From an optimization exercise on the open Yosys and OpenROAD flow, aimed at small area and a short achievable clock period; shortcuts taken in it are not production practice. Only simulation tests tie the RTL to the original design; equivalence was not proved. No activity file was given, so power comes from the tool's default toggle rates. The clock port is modelled as an ideal driver; clocking choices that lean on that would not hold on a real chip.

## old
==> flow/design.v (excerpt) <==
module mul_A (CLK, RESETn, a, b, y);
	input CLK;
	input RESETn;
	input [31:0] a, b;
	output [63:0] y;
	reg [31:0] b0;
	reg d0_n0;
	reg d0_o0;
	reg d0_t0;
	reg d0_n1;
	reg d0_o1;
	reg d0_t1;
	reg d0_n2;
	reg d0_o2;
	reg d0_t2;
	reg d0_n3;
	reg d0_o3;
	reg d0_t3;
	reg a0_7;
	reg a0_8;
	reg a0_9;
	reg a0_10;
	reg a0_11;
	reg a0_12;
	reg a0_13;
	reg a0_14;
	reg a0_15;
	reg a0_16;
	reg a0_17;
	reg a0_18;
	reg a0_19;
	reg a0_20;
	reg a0_21;
	reg a0_22;
	reg a0_23;
	reg a0_24;
	reg a0_25;
	reg a0_26;
	reg a0_27;
	reg a0_28;
	reg a0_29;
	reg a0_30;
	reg a0_31;
	reg m1_0_0;
	reg m1_0_1;
	reg m1_1_0;
	reg m1_2_0;
	reg m1_2_1;
	reg m1_3_0;
	reg m1_3_1;
	reg m1_4_0;
	reg m1_4_1;
	reg m1_5_0;
	reg m1_5_1;
	reg m1_6_0;
	reg m1_6_1;
	reg m1_7_0;
	reg m1_7_1;
	reg m1_8_0;
	reg m1_8_1;
	reg m1_9_0;
	reg m1_9_1;
	reg m1_10_0;
	reg m1_10_1;
	reg m1_11_0;
	reg m1_11_1;
	reg m1_12_0;
	reg m1_12_1;
	reg m1_13_0;
	reg m1_13_1;
	reg m1_14_0;
	reg m1_14_1;
	reg m1_15_0;
	reg m1_15_1;
	reg m1_16_0;
	reg m1_16_1;
	reg m1_17_0;
	reg m1_17_1;
	reg m1_18_0;
	reg m1_18_1;
	reg m1_19_0;
	reg m1_19_1;
	reg m1_20_0;
	reg m1_20_1;
	reg m1_21_0;
	reg m1_21_1;
	reg m1_22_0;
	reg m1_22_1;
	reg m1_23_0;
	reg m1_23_1;
	reg m1_24_0;
	reg m1_24_1;
	reg m1_25_0;
	reg m1_25_1;
	reg m1_26_0;
	reg m1_26_1;
	reg m1_27_0;
	reg m1_27_1;
	reg m1_28_0;
	reg m1_28_1;
	reg m1_29_0;
	reg m1_29_1;
	reg m1_30_0;
	reg m1_30_1;
	reg m1_31_0;
	reg m1_31_1;
	reg m1_32_0;
	reg m1_32_1;
	reg m1_33_0;
	reg m1_33_1;
	reg m1_34_0;
	reg m1_34_1;
	reg m1_35_0;
	reg m1_35_1;
	reg m1_36_0;
	reg m1_36_1;
	reg m1_37_0;
	reg m1_37_1;
	reg m1_38_0;
	reg m1_38_1;
	reg m1_39_0;
	reg m1_39_1;
	reg nd1;
	reg [31:0] b1;
	reg d1_n4;
	reg d1_o4;
	reg d1_t4;
	reg d1_n5;
	reg d1_o5;
	reg d1_t5;
	reg a1_11;
	reg a1_12;
	reg a1_13;
	reg a1_14;
	reg a1_15;
	reg a1_16;
	reg a1_17;
	reg a1_18;
	reg a1_19;
	reg a1_20;
	reg a1_21;
	reg a1_22;
	reg a1_23;
	reg a1_24;
	reg a1_25;
	reg a1_26;
	reg a1_27;
	reg a1_28;
	reg a1_29;
	reg a1_30;
	reg a1_31;
	reg l2_0;
	reg l2_1;
	reg l2_2;
	reg l2_3;
	reg l2_4;
	reg l2_5;
	reg l2_6;
	reg l2_7;
	reg m2_8_0;
	reg m2_8_1;
	reg m2_9_0;
	reg m2_9_1;
	reg m2_10_0;
	reg m2_10_1;
	reg m2_11_0;
	reg m2_11_1;
	reg m2_12_0;
	reg m2_12_1;
	reg m2_13_0;
	reg m2_13_1;
	reg m2_14_0;
  ...
Size in the first run: ~2,600 flip-flops, roughly 130 I/O pins, ~75,000 µm² of cells after synthesis.
==> flow/config.mk <==
export PLATFORM = sky130hd
export DESIGN_NAME = mul_A
export DESIGN_NICKNAME = mul_A
export VERILOG_FILES = /design/flow/design.v
export SDC_FILE = /design/flow/constraint.sdc
export NUM_CORES = 4
export LEC_CHECK = 0
export CAP_MARGIN = 20
export CORE_MARGIN = 2
export CORE_UTILIZATION = 55
export CTS_CLUSTER_DIAMETER = 120
export CTS_CLUSTER_SIZE = 32
export SETUP_SLACK_MARGIN = 2.8
export SLEW_MARGIN = 20
export SYNTH_HIERARCHICAL = 1
export SYNTH_MINIMUM_KEEP_SIZE = 0
==> flow/constraint.sdc <==
create_clock -name core_clock -period 5.0 [get_ports {CLK}]
set_input_delay 1.0000 -clock core_clock [delete_from_list [all_inputs] [get_ports {CLK}]]
set_output_delay 1.0000 -clock core_clock [all_outputs]
set_load 0.01 [all_outputs]
run.sh (not shown) runs the stock make flow with config.mk's settings and CLKGATE_MAP_FILE= SYNTH_SCRIPT=/design/flow/synth_recipe.tcl, a recipe that flattens the netlist after the stock synthesis.
Edits applied to the flow inputs when going from old to new:
# old
export LEC_CHECK = 0
export CAP_MARGIN = 20
export CORE_MARGIN = 2
export CORE_UTILIZATION = 55
export CTS_CLUSTER_DIAMETER = 120
export CTS_CLUSTER_SIZE = 32
export SETUP_SLACK_MARGIN = 2.8
export SLEW_MARGIN = 20
export SYNTH_HIERARCHICAL = 1
export SYNTH_MINIMUM_KEEP_SIZE = 0
create_clock -name core_clock -period 5.0 [get_ports {CLK}]
# new
export LEC_CHECK = 0
export CAP_MARGIN = 20
export CORE_MARGIN = 2
export CORE_UTILIZATION = 55
export CTS_CLUSTER_DIAMETER = 120
export CTS_CLUSTER_SIZE = 32
export SETUP_SLACK_MARGIN = 2.85
export SLEW_MARGIN = 20
export SYNTH_HIERARCHICAL = 1
export SYNTH_MINIMUM_KEEP_SIZE = 0
create_clock -name core_clock -period 5.0 [get_ports {CLK}]
Findings:
| clock tree skew after final layout | new vs old | 5.1 ps lower |. Wire length, new vs old: up slightly. ~same register cell area after layout in new and old. Leakage power across new and old: no real change. The run showing the greater wire length of the first global-routing pass is new. Going from old to new, the fraction of the cycle the final worst path needs was found to have gone down by 0.85 points. Fraction of the core area covered by cells at the end of the flow delta (new -> old): insignificant. On number of placed cells counting well taps, new and old are neck and neck. Between new and old, the design area does not differ in any meaningful way.

## re-timing with driven ports
No port has a modelled driver above. Below, the same layouts with a new extraction and two added sets of constraints. Step 1 assumes that a clkbuf_16 drives the clock port and a buf_2 every other input. Step 2 adds t to the input delays and takes it off the output delays; t is the mean of the earliest and latest rising clock arrival at the registers after step 1. Input paths then give back, and output paths get back, about the clock's delay inside the block. Three values: no drivers, after step 1, after step 2; two values: the first two.
run | shift t [ns] | slack for setup (ns) | worst setup path after step 2
old | 0.806 | 2.777 / 2.746 / 2.777 | register to register
new | 0.792 | 2.819 / 2.748 / 2.839 | register to register
After both steps every run listed still meets setup and hold.
